Source: an optimization exercise on an open RTL-to-GDS flow (aim: small area). Production flows keep margins and buffers that such runs may drop.
In this exercise RTL edits were held to simulation tests only and were not proved equivalent to the original.
Power is estimated from default activity; no workload was simulated.

## design/flow/run.sh

```bash
#!/bin/bash
# synth_recipe.tcl (not shown) runs the flow's synth.tcl, then flattens the netlist and writes it again
# the make line also repeats each setting of config.mk as NAME=value (left out here)
make -C /OpenROAD-flow-scripts/flow DESIGN_CONFIG=/design/flow/config.mk WORK_HOME=/design/flow/orfs CLKGATE_MAP_FILE= SYNTH_SCRIPT=/design/flow/synth_recipe.tcl finish
```

## design/flow/config.mk

```make
export PLATFORM = sky130hd
export DESIGN_NAME = PlotSignal
export DESIGN_NICKNAME = PlotSignal
export VERILOG_FILES = /design/flow/design.v
export SDC_FILE = /design/flow/constraint.sdc
export NUM_CORES = 4
export LEC_CHECK = 0
export CAP_MARGIN = 20
export CORE_MARGIN = 2
export CORE_UTILIZATION = 40
export PLACE_DENSITY = 0.6
export SLEW_MARGIN = 20
```

## design/flow/constraint.sdc

```tcl
create_clock -name core_clock -period 15.0 [get_ports {Clock}]
set_input_delay 3.0000 -clock core_clock [delete_from_list [all_inputs] [get_ports {Clock}]]
set_output_delay 3.0000 -clock core_clock [all_outputs]
set_load 0.01 [all_outputs]
```

## design/flow/design.v

```verilog
module PlotSignal (
  input  wire Clock,
  input  wire Reset_n,
  output wire [7:0]  X,
  output wire [7:0]  Y,
  output reg         WR,
  output reg  [11:0] RGB,
  input  wire [8:0]  DISP_VMRK1,
  input  wire [8:0]  DISP_VMRK2,
  input  wire [8:0]  DISP_HMRK1,
  input  wire [8:0]  DISP_HMRK2,
  input  wire [1:0]  INPUT_SELECT,
  output reg  [8:0]  ADC1_RDO_Add,     
  output reg         ADC1_RDO_Req,     
  input  wire        ADC1_RDO_Ack,     
  input  wire [13:0] ADC1_RDO_Q,       
  output reg         ADC1_RDO_Done,    
  input  wire [0:0]  ADC1_TDiv,        
  input  wire [1:0]  ADC1_VDiv,        
  input  wire [7:0]  ADC1_VShift,      
  input  wire [13:0] ADC1_TRG_LVL,     
  output reg  [8:0]  ADC2_RDO_Add,     
  output reg         ADC2_RDO_Req,     
  input  wire        ADC2_RDO_Ack,     
  input  wire [13:0] ADC2_RDO_Q,       
  output reg         ADC2_RDO_Done,    
  input  wire [0:0]  ADC2_TDiv,        
  input  wire [1:0]  ADC2_VDiv,        
  input  wire [7:0]  ADC2_VShift,      
  input  wire [13:0] ADC2_TRG_LVL,     
  output reg  [8:0]  DIG1_RDO_Add,     
  output reg         DIG1_RDO_Req,     
  input  wire        DIG1_RDO_Ack,     
  input  wire [0:0]  DIG1_RDO_Q,       
  output reg         DIG1_RDO_Done,    
  input  wire [0:0]  DIG1_TDiv,        
  input  wire [7:0]  DIG1_VShift,      
  output reg  [8:0]  DIG2_RDO_Add,     
  output reg         DIG2_RDO_Req,     
  input  wire        DIG2_RDO_Ack,     
  input  wire [0:0]  DIG2_RDO_Q,       
  output reg         DIG2_RDO_Done,    
  input  wire [0:0]  DIG2_TDiv,        
  input  wire [7:0]  DIG2_VShift,      
  output reg  [8:0]  DIG3_RDO_Add,     
  output reg         DIG3_RDO_Req,     
  input  wire        DIG3_RDO_Ack,     
  input  wire [0:0]  DIG3_RDO_Q,       
  output reg         DIG3_RDO_Done,    
  input  wire [0:0]  DIG3_TDiv,        
  input  wire [7:0]  DIG3_VShift,      
  output reg  [8:0]  DIG4_RDO_Add,     
  output reg         DIG4_RDO_Req,     
  input  wire        DIG4_RDO_Ack,     
  input  wire [0:0]  DIG4_RDO_Q,       
  output reg         DIG4_RDO_Done,    
  input  wire [0:0]  DIG4_TDiv,        
  input  wire [7:0]  DIG4_VShift       
);
  parameter COLOR_BLACK   = 12'b0000_0000_0000;  
  parameter COLOR_RED     = 12'b0000_0000_1111;  
  parameter COLOR_GREEN   = 12'b0000_1111_0000;  
  parameter COLOR_YELLOW  = 12'b0000_1111_1111;  
  parameter COLOR_BLUE    = 12'b1111_0000_0000;  
  parameter COLOR_FUCHSIA = 12'b1111_0000_1111;  
  parameter COLOR_AQUA    = 12'b1111_1111_0000;  
  parameter COLOR_WHITE   = 12'b1111_1111_1111;  
  parameter DISP_NCOL   = 160;
  parameter DISP_NROW   = 120;
  parameter GRID_SIDE   = 30;
  parameter GRID_COLOR  = COLOR_GREEN;
  parameter DSIG1_COLOR = COLOR_RED;
  parameter DSIG2_COLOR = COLOR_BLUE;
  parameter DSIG3_COLOR = COLOR_WHITE;
  parameter DSIG4_COLOR = COLOR_FUCHSIA;
  parameter ASIG1_COLOR = COLOR_RED;
  parameter ASIG2_COLOR = COLOR_BLUE;
  parameter TRG_COLOR   = COLOR_YELLOW;
  parameter MRK_COLOR   = COLOR_AQUA;
  parameter TDIV2 = 20;
  parameter TDIV3 = 50;
  parameter TDIV4 = 80;
  parameter TDIV5 = 110;
  parameter TDIV6 = 140;
  parameter ASCL2 = 1*GRID_SIDE;
  parameter ASCL3 = 2*GRID_SIDE;
  parameter ASCL4 = 3*GRID_SIDE;
  reg [8:0] ADC1_Sample;
  reg [8:0] ADC1_TRG_LVL_Cal;
  always @ (ADC1_RDO_Q, ADC1_VDiv, ADC1_VShift, ADC1_TRG_LVL) begin
    ADC1_Sample <= 'b0;
    ADC1_TRG_LVL_Cal <= 'b0;
    if (ADC1_RDO_Q > 'b0)
      case (ADC1_VDiv)
        0 : begin
          ADC1_Sample
            <= 120 - { 1'b0, ADC1_RDO_Q[13:6] }
             + 37 + ADC1_VShift - 120;
          ADC1_TRG_LVL_Cal
            <= 120 - { 1'b0, ADC1_TRG_LVL[13:6] }
             + 50 + ADC1_VShift - 120;
        end
        1 : begin
          ADC1_Sample
            <= 120 - { 2'b0, ADC1_RDO_Q[13:7] }
             - 27 + ADC1_VShift - 120;
          ADC1_TRG_LVL_Cal
            <= 120 - { 2'b0, ADC1_TRG_LVL[13:7] }
             - 20 + ADC1_VShift - 120;
        end
        2 : begin
          ADC1_Sample
            <= 120 - { 3'b0, ADC1_RDO_Q[13:8] }
             - 59 + ADC1_VShift - 120;
          ADC1_TRG_LVL_Cal
            <= 120 - { 3'b0, ADC1_TRG_LVL[13:8] }
             - 55 + ADC1_VShift - 120;
        end
        3 : begin
          ADC1_Sample
            <= 120 - { 4'b0, ADC1_RDO_Q[13:9] }
             - 75 + ADC1_VShift - 120;
          ADC1_TRG_LVL_Cal
            <= 120 - { 4'b0, ADC1_TRG_LVL[13:9] }
             - 73 + ADC1_VShift - 120;
        end
      endcase
  end
  reg [8:0] ADC2_Sample;
  reg [8:0] ADC2_TRG_LVL_Cal;
  always @ (ADC2_RDO_Q, ADC2_VDiv, ADC2_VShift, ADC2_TRG_LVL) begin
    ADC2_Sample <= 'b0;
    ADC2_TRG_LVL_Cal <= 'b0;
    if (ADC2_RDO_Q > 'b0)
      case (ADC2_VDiv)
        0 : begin
          ADC2_Sample
            <= 120 - { 1'b0, ADC2_RDO_Q[13:6] }
             + 98 + ADC2_VShift - 120;
          ADC2_TRG_LVL_Cal
            <= 120 - { 1'b0, ADC2_TRG_LVL[13:6] }
             + 111 + ADC2_VShift - 120;
        end
        1 : begin
          ADC2_Sample
            <= 120 - { 2'b0, ADC2_RDO_Q[13:7] }
             + 34 + ADC2_VShift - 120;
          ADC2_TRG_LVL_Cal
            <= 120 - { 2'b0, ADC2_TRG_LVL[13:7] }
             + 40 + ADC2_VShift - 120;
        end
        2 : begin
          ADC2_Sample
            <= 120 - { 3'b0, ADC2_RDO_Q[13:8] }
             + 2 + ADC2_VShift - 120;
          ADC2_TRG_LVL_Cal
            <= 120 - { 3'b0, ADC2_TRG_LVL[13:8] }
             + 5 + ADC2_VShift - 120;
        end
        3 : begin
          ADC2_Sample
            <= 120 - { 4'b0, ADC2_RDO_Q[13:9] }
             - 14 + ADC2_VShift - 120;
          ADC2_TRG_LVL_Cal
            <= 120 - { 4'b0, ADC2_TRG_LVL[13:9] }
             - 13 + ADC2_VShift - 120;
        end
      endcase
  end
  reg [7:0] ColCounter_q, RowCounter_q;
  reg [7:0] ColCounter_d, RowCounter_d;
  assign X = ColCounter_q,
         Y = RowCounter_q;
  (* syn_encoding = "user, safe" *) reg [2:0] State_q, State_d;
  parameter DRAW_ASIG_STATE = 3'b001,
            DRAW_DSIG_STATE = 3'b010,
            DRAW_MSIG_STATE = 3'b100;
  always @ (State_q, ColCounter_q, RowCounter_q,
            INPUT_SELECT,
            DISP_VMRK1, DISP_VMRK2, DISP_HMRK1, DISP_HMRK2,
            DIG1_RDO_Q,      DIG2_RDO_Q,    
            DIG1_TDiv,       DIG2_TDiv,   
            DIG1_VShift,     DIG2_VShift, 
            DIG1_RDO_Ack,    DIG2_RDO_Ack,
            DIG3_RDO_Q,      DIG4_RDO_Q,    
            DIG3_TDiv,       DIG4_TDiv,   
            DIG3_VShift,     DIG4_VShift, 
            DIG3_RDO_Ack,    DIG4_RDO_Ack,
            ADC1_Sample,      ADC2_Sample,
            ADC1_TDiv,        ADC2_TDiv,
            ADC1_VShift,      ADC2_VShift,
            ADC1_RDO_Ack,     ADC2_RDO_Ack,
            ADC1_TRG_LVL_Cal, ADC2_TRG_LVL_Cal ) begin
    ColCounter_d <= ColCounter_q;
    RowCounter_d <= RowCounter_q + 1;
    if ( RowCounter_q == DISP_NROW ) begin 
      RowCounter_d <= 'b0;
      ColCounter_d <= ColCounter_q + 1;
      if ( ColCounter_q == DISP_NCOL-1 )
        ColCounter_d <= 'b0;
    end
    WR <= 1'b1;
    RGB <= COLOR_BLACK;
    DIG1_RDO_Req  <= 1'b0;
    DIG1_RDO_Add  <= 1'b0;
    DIG1_RDO_Done <= 1'b0;
    DIG2_RDO_Req  <= 1'b0;
    DIG2_RDO_Add  <= 1'b0;
    DIG2_RDO_Done <= 1'b0;
    DIG3_RDO_Req  <= 1'b0;
    DIG3_RDO_Add  <= 1'b0;
    DIG3_RDO_Done <= 1'b0;
    DIG4_RDO_Req  <= 1'b0;
    DIG4_RDO_Add  <= 1'b0;
    DIG4_RDO_Done <= 1'b0;
    ADC1_RDO_Req  <= 1'b0;
    ADC1_RDO_Add  <= 1'b0;
    ADC1_RDO_Done <= 1'b0;
    ADC2_RDO_Req  <= 1'b0;
    ADC2_RDO_Add  <= 1'b0;
    ADC2_RDO_Done <= 1'b0;
    State_d <= State_q;
    case (State_q)
      DRAW_ASIG_STATE : begin
        if ( ColCounter_q == TDIV2  
          || ColCounter_q == TDIV3  
          || ColCounter_q == TDIV4 
          || ColCounter_q == TDIV5
          || ColCounter_q == TDIV6
          || RowCounter_q == ASCL2
          || RowCounter_q == ASCL3
          || RowCounter_q == ASCL4 )
          RGB <= GRID_COLOR;
        ADC1_RDO_Req <= 1'b1;
        ADC1_RDO_Add <= ColCounter_q;
        if ( ADC1_TDiv == 1'b1 )
          ADC1_RDO_Add <= { ColCounter_q[6:0], 1'b1 };
        if ( ADC1_RDO_Ack == 1'b1
          && {1'b0,RowCounter_q} == ADC1_Sample )
            RGB <= ASIG1_COLOR;
        ADC2_RDO_Req <= 1'b1;
        ADC2_RDO_Add <= ColCounter_q;
        if ( ADC2_TDiv == 1'b1 )
          ADC2_RDO_Add <= { ColCounter_q[6:0], 1'b1 };
        if ( ADC2_RDO_Ack == 1'b1
          && {1'b0,RowCounter_q} == ADC2_Sample )
            RGB <= ASIG2_COLOR;
        if ( ( ColCounter_q + 1 ) == DISP_VMRK1
          || ( ColCounter_q + 1 ) == DISP_VMRK2
          || ( RowCounter_q ) == 121 - DISP_HMRK1
          || ( RowCounter_q ) == 121 - DISP_HMRK2 )
          RGB <= MRK_COLOR;
        if ( ( ColCounter_q == 0 || ColCounter_q == 1 )
          && ( RowCounter_q == ( ADC1_TRG_LVL_Cal )
            || RowCounter_q == ( ADC2_TRG_LVL_Cal ) ) )
            RGB <= TRG_COLOR;
        if ( RowCounter_q == DISP_NROW
          || ColCounter_q == DISP_NCOL-1 ) begin
          ADC1_RDO_Done <= 1'b1;
          ADC2_RDO_Done <= 1'b1;
          if ( INPUT_SELECT == 1 )
            State_d <= DRAW_DSIG_STATE;
          if ( INPUT_SELECT == 2 )
            State_d <= DRAW_MSIG_STATE;
        end
      end
      DRAW_DSIG_STATE : begin
        if ( ColCounter_q == TDIV2  
          || ColCounter_q == TDIV3  
          || ColCounter_q == TDIV4 
          || ColCounter_q == TDIV5
          || ColCounter_q == TDIV6
          || RowCounter_q == ASCL2
          || RowCounter_q == ASCL3
          || RowCounter_q == ASCL4 )
          RGB <= GRID_COLOR;
        DIG1_RDO_Req <= 1'b1;
        DIG1_RDO_Add <= ColCounter_q;
        if ( DIG1_TDiv == 1'b1 )
          DIG1_RDO_Add <= { ColCounter_q[6:0], 1'b1 };
        if ( DIG1_RDO_Ack == 1'b1 ) begin
          if ( DIG1_RDO_Q[0:0] == 1'b1
            && RowCounter_q == 10 + DIG1_VShift - 120 )
              RGB <= DSIG1_COLOR;
          if ( DIG1_RDO_Q[0:0] == 1'b0
            && RowCounter_q == 20 + DIG1_VShift - 120 )
              RGB <= DSIG1_COLOR;
        end
        DIG2_RDO_Req <= 1'b1;
        DIG2_RDO_Add <= ColCounter_q;
        if ( DIG2_TDiv == 1'b1 )
          DIG2_RDO_Add <= { ColCounter_q[6:0], 1'b1 };
        if ( DIG2_RDO_Ack == 1'b1 ) begin
          if ( DIG2_RDO_Q[0:0] == 1'b1
            && RowCounter_q == 40 + DIG2_VShift - 120 )
              RGB <= DSIG2_COLOR;
          if ( DIG2_RDO_Q[0:0] == 1'b0
            && RowCounter_q == 50 + DIG2_VShift - 120 )
              RGB <= DSIG2_COLOR;
        end
        DIG3_RDO_Req <= 1'b1;
        DIG3_RDO_Add <= ColCounter_q;
        if ( DIG3_TDiv == 1'b1 )
          DIG3_RDO_Add <= { ColCounter_q[6:0], 1'b1 };
        if ( DIG3_RDO_Ack == 1'b1 ) begin
          if ( DIG3_RDO_Q[0:0] == 1'b1
            && RowCounter_q == 70 + DIG3_VShift - 120 )
              RGB <= DSIG3_COLOR;
          if ( DIG3_RDO_Q[0:0] == 1'b0
            && RowCounter_q == 80 + DIG3_VShift - 120 )
              RGB <= DSIG3_COLOR;
        end
        DIG4_RDO_Req <= 1'b1;
        DIG4_RDO_Add <= ColCounter_q;
        if ( DIG4_TDiv == 1'b1 )
          DIG4_RDO_Add <= { ColCounter_q[6:0], 1'b1 };
        if ( DIG4_RDO_Ack == 1'b1 ) begin
          if ( DIG4_RDO_Q[0:0] == 1'b1
            && RowCounter_q == 100 + DIG4_VShift - 120 )
              RGB <= DSIG4_COLOR;
          if ( DIG4_RDO_Q[0:0] == 1'b0
            && RowCounter_q == 110 + DIG4_VShift - 120 )
              RGB <= DSIG4_COLOR;
        end
        if ( ( ColCounter_q + 1 ) == DISP_VMRK1
          || ( ColCounter_q + 1 ) == DISP_VMRK2
          || ( RowCounter_q ) == 121 - DISP_HMRK1
          || ( RowCounter_q ) == 121 - DISP_HMRK2 )
          RGB <= MRK_COLOR;
        if ( RowCounter_q == DISP_NROW
          || ColCounter_q == DISP_NCOL-1 ) begin
          DIG1_RDO_Done <= 1'b1;
          DIG2_RDO_Done <= 1'b1;
          DIG3_RDO_Done <= 1'b1;
          DIG4_RDO_Done <= 1'b1;
          if ( INPUT_SELECT == 0 )
            State_d <= DRAW_ASIG_STATE;
          if ( INPUT_SELECT == 2 )
            State_d <= DRAW_MSIG_STATE;
        end
      end
      DRAW_MSIG_STATE : begin
        if ( ColCounter_q == TDIV2  
          || ColCounter_q == TDIV3  
          || ColCounter_q == TDIV4 
          || ColCounter_q == TDIV5
          || ColCounter_q == TDIV6
          || RowCounter_q == ASCL2
          || RowCounter_q == ASCL3
          || RowCounter_q == ASCL4 )
          RGB <= GRID_COLOR;
        ADC1_RDO_Req <= 1'b1;
        ADC1_RDO_Add <= ColCounter_q;
        if ( ADC1_TDiv == 1'b1 )
          ADC1_RDO_Add <= { ColCounter_q[6:0], 1'b1 };
        if ( ADC1_RDO_Ack == 1'b1
          && {1'b0,RowCounter_q} == ADC1_Sample - 15 )
            RGB <= ASIG1_COLOR;
        ADC2_RDO_Req <= 1'b1;
        ADC2_RDO_Add <= ColCounter_q;
        if ( ADC2_TDiv == 1'b1 )
          ADC2_RDO_Add <= { ColCounter_q[6:0], 1'b1 };
        if ( ADC2_RDO_Ack == 1'b1
          && {1'b0,RowCounter_q} == ADC2_Sample - 45 )
            RGB <= ASIG2_COLOR;
        DIG1_RDO_Req <= 1'b1;
        DIG1_RDO_Add <= ColCounter_q;
        if ( DIG1_TDiv == 1'b1 )
          DIG1_RDO_Add <= { ColCounter_q[6:0], 1'b1 };
        if ( DIG1_RDO_Ack == 1'b1 ) begin
          if ( DIG1_RDO_Q[0:0] == 1'b1
            && RowCounter_q == 70 + DIG1_VShift - 120 )
              RGB <= DSIG1_COLOR;
          if ( DIG1_RDO_Q[0:0] == 1'b0
            && RowCounter_q == 75 + DIG1_VShift - 120 )
              RGB <= DSIG1_COLOR;
        end
        DIG2_RDO_Req <= 1'b1;
        DIG2_RDO_Add <= ColCounter_q;
        if ( DIG2_TDiv == 1'b1 )
          DIG2_RDO_Add <= { ColCounter_q[6:0], 1'b1 };
        if ( DIG2_RDO_Ack == 1'b1 ) begin
          if ( DIG2_RDO_Q[0:0] == 1'b1
            && RowCounter_q == 80 + DIG2_VShift - 120 )
              RGB <= DSIG2_COLOR;
          if ( DIG2_RDO_Q[0:0] == 1'b0
            && RowCounter_q == 85 + DIG2_VShift - 120 )
              RGB <= DSIG2_COLOR;
        end
        DIG3_RDO_Req <= 1'b1;
        DIG3_RDO_Add <= ColCounter_q;
        if ( DIG3_TDiv == 1'b1 )
          DIG3_RDO_Add <= { ColCounter_q[6:0], 1'b1 };
        if ( DIG3_RDO_Ack == 1'b1 ) begin
          if ( DIG3_RDO_Q[0:0] == 1'b1
            && RowCounter_q == 95 + DIG3_VShift - 120 )
              RGB <= DSIG3_COLOR;
          if ( DIG3_RDO_Q[0:0] == 1'b0
            && RowCounter_q == 100 + DIG3_VShift - 120 )
              RGB <= DSIG3_COLOR;
        end
        DIG4_RDO_Req <= 1'b1;
        DIG4_RDO_Add <= ColCounter_q;
        if ( DIG4_TDiv == 1'b1 )
          DIG4_RDO_Add <= { ColCounter_q[6:0], 1'b1 };
        if ( DIG4_RDO_Ack == 1'b1 ) begin
          if ( DIG4_RDO_Q[0:0] == 1'b1
            && RowCounter_q == 105 + DIG4_VShift - 120 )
              RGB <= DSIG4_COLOR;
          if ( DIG4_RDO_Q[0:0] == 1'b0
            && RowCounter_q == 110 + DIG4_VShift - 120 )
              RGB <= DSIG4_COLOR;
        end
        if ( ( ColCounter_q + 1 ) == DISP_VMRK1
          || ( ColCounter_q + 1 ) == DISP_VMRK2
          || ( RowCounter_q ) == 121 - DISP_HMRK1
          || ( RowCounter_q ) == 121 - DISP_HMRK2 )
          RGB <= MRK_COLOR;
        if ( ( ColCounter_q == 0 || ColCounter_q == 1 )
          && ( RowCounter_q == ( ADC1_TRG_LVL_Cal - 15 )
            || RowCounter_q == ( ADC2_TRG_LVL_Cal - 45 ) ) )
            RGB <= TRG_COLOR;
        if ( RowCounter_q == DISP_NROW
          || ColCounter_q == DISP_NCOL-1 ) begin
          ADC1_RDO_Done <= 1'b1;
          ADC2_RDO_Done <= 1'b1;
          DIG1_RDO_Done <= 1'b1;
          DIG2_RDO_Done <= 1'b1;
          DIG3_RDO_Done <= 1'b1;
          DIG4_RDO_Done <= 1'b1;
          if ( INPUT_SELECT == 0 )
            State_d <= DRAW_ASIG_STATE;
          if ( INPUT_SELECT == 1 )
            State_d <= DRAW_DSIG_STATE;
        end
      end
    endcase
  end
  always @ (posedge Clock or negedge Reset_n) begin
    if ( Reset_n == 1'b0 ) begin
      State_q <= DRAW_ASIG_STATE;
      ColCounter_q <= 'b0;
      RowCounter_q <= 'b0;
    end
    else begin
      State_q <= State_d;
      ColCounter_q <= ColCounter_d;
      RowCounter_q <= RowCounter_d;
    end
  end
endmodule
```

==> summary.txt <==
- The type of destination of the critical path is an output port.
- The share of async-settable or async-resettable flops after synthesis is 100%.
- The sequential standard cell area is 478 um2.
- The floorplan core area is 40000 um2.
- The flip-flop cell with the highest count after synthesis is sky130_fd_sc_hd__dfrtp_1.
- Relative to the synthesized area, the layout overhead comes to 16.1%.
- The overall via count from detail_route is 16700.
- By startpoint and endpoint, the worst setup path is classified as in2out.
- The data required time at the worst endpoint is 12.00 ns.
- VDD sags by at most 0.0456 mV.
- The most common cell after layout, fill and taps aside is sky130_fd_sc_hd__ha_1.
- The final weighted congestion in routability-driven placement is 0.920.
- The ratio of final minimum period to clock period is 77.7%.
- The tightest slew margin relative to the limit is 31.9%.
- The final layout contains 2857 nets.
- For this design, the slowest cell found on the critical path is sky130_fd_sc_hd__clkdlybuf4s50_1.
- Across the routed clock network, the largest skew measured is 0.00336 ns.
- Hold repair after CTS inserted 0 buffers.
- The number of pins with negative max-slew slack in the final report is 0.
- The number of library cell types mapped by synthesis is 97.
- At the worst endpoint, the arrival time is 8.65 ns.
- For this run the aggregate overflow at the end of global routing stands at 0.
- The count of filler cells inserted in the layout is 4095.
- The detailed router finished its first iteration with 1045 violations.
- The kind of cell with the highest combined delay along the critical path is compound AO/OA/AOI/OAI gates.
- Summing every instance area after synthesis gives 16300 um2.
- In this run the remaining antenna-violating nets after routing total 0.
- Setup repair after global routing left no endpoint under its margin.
- The power density relative to cell area is 48.6 nW/um2.
- The number of iterations in the first detailed-routing pass is 5.
- Each instance of the synthesized netlist takes up on average 7.22 um2.
- For the pin with the worst max-slew slack, the measured transition is 1.02 ns.
- The accumulated negative setup slack is 0 ns.
- The total power of the final layout is 0.920 mW.
- Setup violations remaining at the end of the flow were counted as 0.
- Using the TritonRoute via totals, the vias-per-cell ratio works out to 5.74.
- The largest net degree at the start of global routing is 36.
- TritonCTS created 3 clock buffers.
- The number of gates resized after cts is 0.
- The layout cell share with drive strength beyond 1 is 3.77%.
- The total die area is 42400 um2.
- The clock-pin transition on the worst setup and hold timing paths is 0.06 ns.
- The synthesized design contains 19 register bits.
- The quantity of I/O buffers inserted on ports is 239.
- In this run the number of H-tree levels came out at 1.
- CTS saw 19 sinks.
- The nature of the critical path startpoint is a primary input.
- In the layout the commonest cells are 289 x sky130_fd_sc_hd__ha_1, 243 x sky130_fd_sc_hd__inv_1, 239 x sky130_fd_sc_hd__clkdlybuf4s50_1.
- Walking the worst path, the cells encountered are clkdlybuf4s50_1 > inv_1 > ha_1 > inv_1 > nor2_1 > nor2_1 > xnor2_1 > ha_1 > ha_1 > inv_1 > a211oi_1 > a41o_1 > o21ai_0 > a221o_1 > nand2_1 > a211oi_1 > or4_1 > o41a_1 > a21boi_1 > o221ai_2 > clkdlybuf4s50_1.
- For this run, the number of Yosys warnings is 1.
- No sink is reached through more buffers than the 2 on the longest clock path.
- The footprint of the multi-input gates is 14300 um2.
- In the final routed layout, each cell accounts on average for 18.2 um.
- 259 I/O pins were placed.
- For the worst flop-to-flop path, the logic depth is 7.
- The critical path runs through a total of 21 cells.
- The maximum frequency from static timing analysis is 0.0859 GHz.
- The die is 206 um wide.
- The worst path needs 11.65 ns of the cycle, external delays included.
- The number of global-route vias before repair was 15900.
- The path category of the worst min-delay check is reg2reg.
- The run finished with no timing, DRC or antenna violations.
- The initial cell density of the core is 40.8%.
- The floorplan die height is 206 um.
- Counting instances, the worst hold path has a depth of 2.
- The cell sitting at the root of the clock tree is a sky130_fd_sc_hd__clkbuf_16.
- The highest cell delay on the worst timing path is 0.61 ns.
- The first global-routing pass estimated 84000 um of wire.
- The max capacitance violation total is 0.
- The critical path buffer and inverter count is 5.
- The number of antenna violations at the first check in global routing is 0.
- The analysis attributes to cell leakage a power of 8.24 nW.
- In this run, synthesis inferred 0 flip-flops with an integrated enable.
- After detailed routing, the total wire length is 52900 um.
- The final number of hold-violating endpoints came to 0.
- The largest driver fanout on the critical path is 8.
- The HPWL reported at the end of detailed placement is 42500 um.
- The buffers inserted during post-CTS setup optimization is 0.
- TritonCTS built the clock tree.
- The proportion of synthesized chip area in sequential cells is 2.92%.
- The residual DRC count is 0.
- The row count is 73.
- The overall routing resource usage is 24.3%.
- The clock insertion delay at the later pin of the skew report is 0.25 ns.
- Synthesis handed over a netlist of 2261 instances.
==> tightest hold or removal path, stage by stage (launching register included) <==
cell                      delay (ns)
sky130_fd_sc_hd__dfstp_2        0.42
sky130_fd_sc_hd__nand2_1        0.07
sky130_fd_sc_hd__o41ai_1        0.07
==> stage by stage <==
stage	cell area (um2)	hold slack [ns]	utilization, %	instances	worst slack [ns]
2_1_floorplan	16300	0.634	-	2266	4.73
3_3_place_gp	18800	0.531	47.1	2907	3.39
3_5_place_dp	18800	0.537	47.1	2907	3.36
4_1_cts	18900	0.550	47.3	2911	3.36
5_1_grt	18900	0.606	47.3	2912	2.91
6_report	18900	0.558	47.4	2913	3.35
==> cell families after synthesis <==
logic type,share of synthesized area [%]
fa+ha+maj,24.2
xor+xnor,14.9
mux,5.81
buf+inv,9.75
simple gates,21.1
compound gates,21.3
flops,2.92
other cells,0.0460
==> state kept, by name, summed over array words and instances (netlist names) <==
signal,cells
State_q,3
ColCounter_q,8
RowCounter_q,8
==> report_power, final <==
group / internal (mW) / switching (mW) / leakage [nW]
sequential: 0.0513 / 0 / 0.242
combinational: 0.363 / 0.449 / 7.96
clock: 0.0358 / 0.0211 / 0.0409
==> synth_stat cells (all sizes together), types with 13 or more instances <==
master,n,area (um2)
or2,17,106
xnor2,179,1570
nor2b,29,181
nand2b,31,194
a31oi,18,113
buf,71,399
o22ai,16,106
o21ai,128,641
nand2,123,464
a211oi,39,308
o221ai,18,164
nand3,53,265
ha,289,3620
nor3b,24,180
mux2i,61,611
inv,250,941
clkbuf,65,244
nand4,29,194
o211ai,15,118
mux4,13,293
o21a,13,100
a21o,15,113
nor3,67,340
nor4,25,163
a21oi,106,531
dfrtp,18,450
nor2,208,783
fa,16,320
xor2,94,823
==> cell type report <==
type	instances	area share [%]
timing repair buffer	253	13.2
antenna	1	0.0132
clock buffer	3	0.396
tap	525	3.47
multi-input combinational	1859	75.3
clock inverter	1	0.0264
inverter	252	5.01
sequential	19	2.52
==> path summary, 6_finish.rpt <==
kind                             startpoint               to  slack [ns]
setup / recovery           ADC2_TRG_LVL[10]           RGB[1]        3.35
hold / removal                   State_q[0]       State_q[0]        0.56
setup reg to reg            ColCounter_q[0]       State_q[2]       12.18
hold reg to reg                  State_q[0]       State_q[0]        0.56
max in group asynchronous           Reset_n  RowCounter_q[4]       11.05
min in group asynchronous           Reset_n  ColCounter_q[0]        3.29
==> routing by layer <==
| layer | wire (um) | vias up | global-route usage [%] |
|---|---|---|---|
| li1 | - | 8247 | - |
| met1 | 24400 | 7936 | 33.3 |
| met4 | 1270 | 0 | 5.79 |
| met5 | 0 | - | 0 |
| met2 | 24800 | 457 | 41.4 |
| met3 | 2470 | 75 | 1.55 |

==> re-timing with driven ports <==
The results above use ideal ports. As a check the final layout listed here was re-extracted and re-timed, cells and wires unchanged. Step 1 assumes that a clkbuf_16 drives the clock port and a buf_2 every other input. Step 2 times the ports against the registers' clock, not the clock port: input delays grow and output delays shrink by t, the midpoint of the rising clock arrivals with the driver on. a / b / c = ideal ports / drivers / drivers and shift; a / b = the first two.
shift t [ns]: 0.287
setup slack, ns: 3.352 / 3.329 / 3.329
clock arrival spread, ns: 0.003 / 0.003
worst register clock-pin slew, ns: 0.06 / 0.06
After both steps this run still meets setup and hold. For this run, drivers alone change the setup slack by -0.023 ns; drivers and shift together by -0.023 ns.
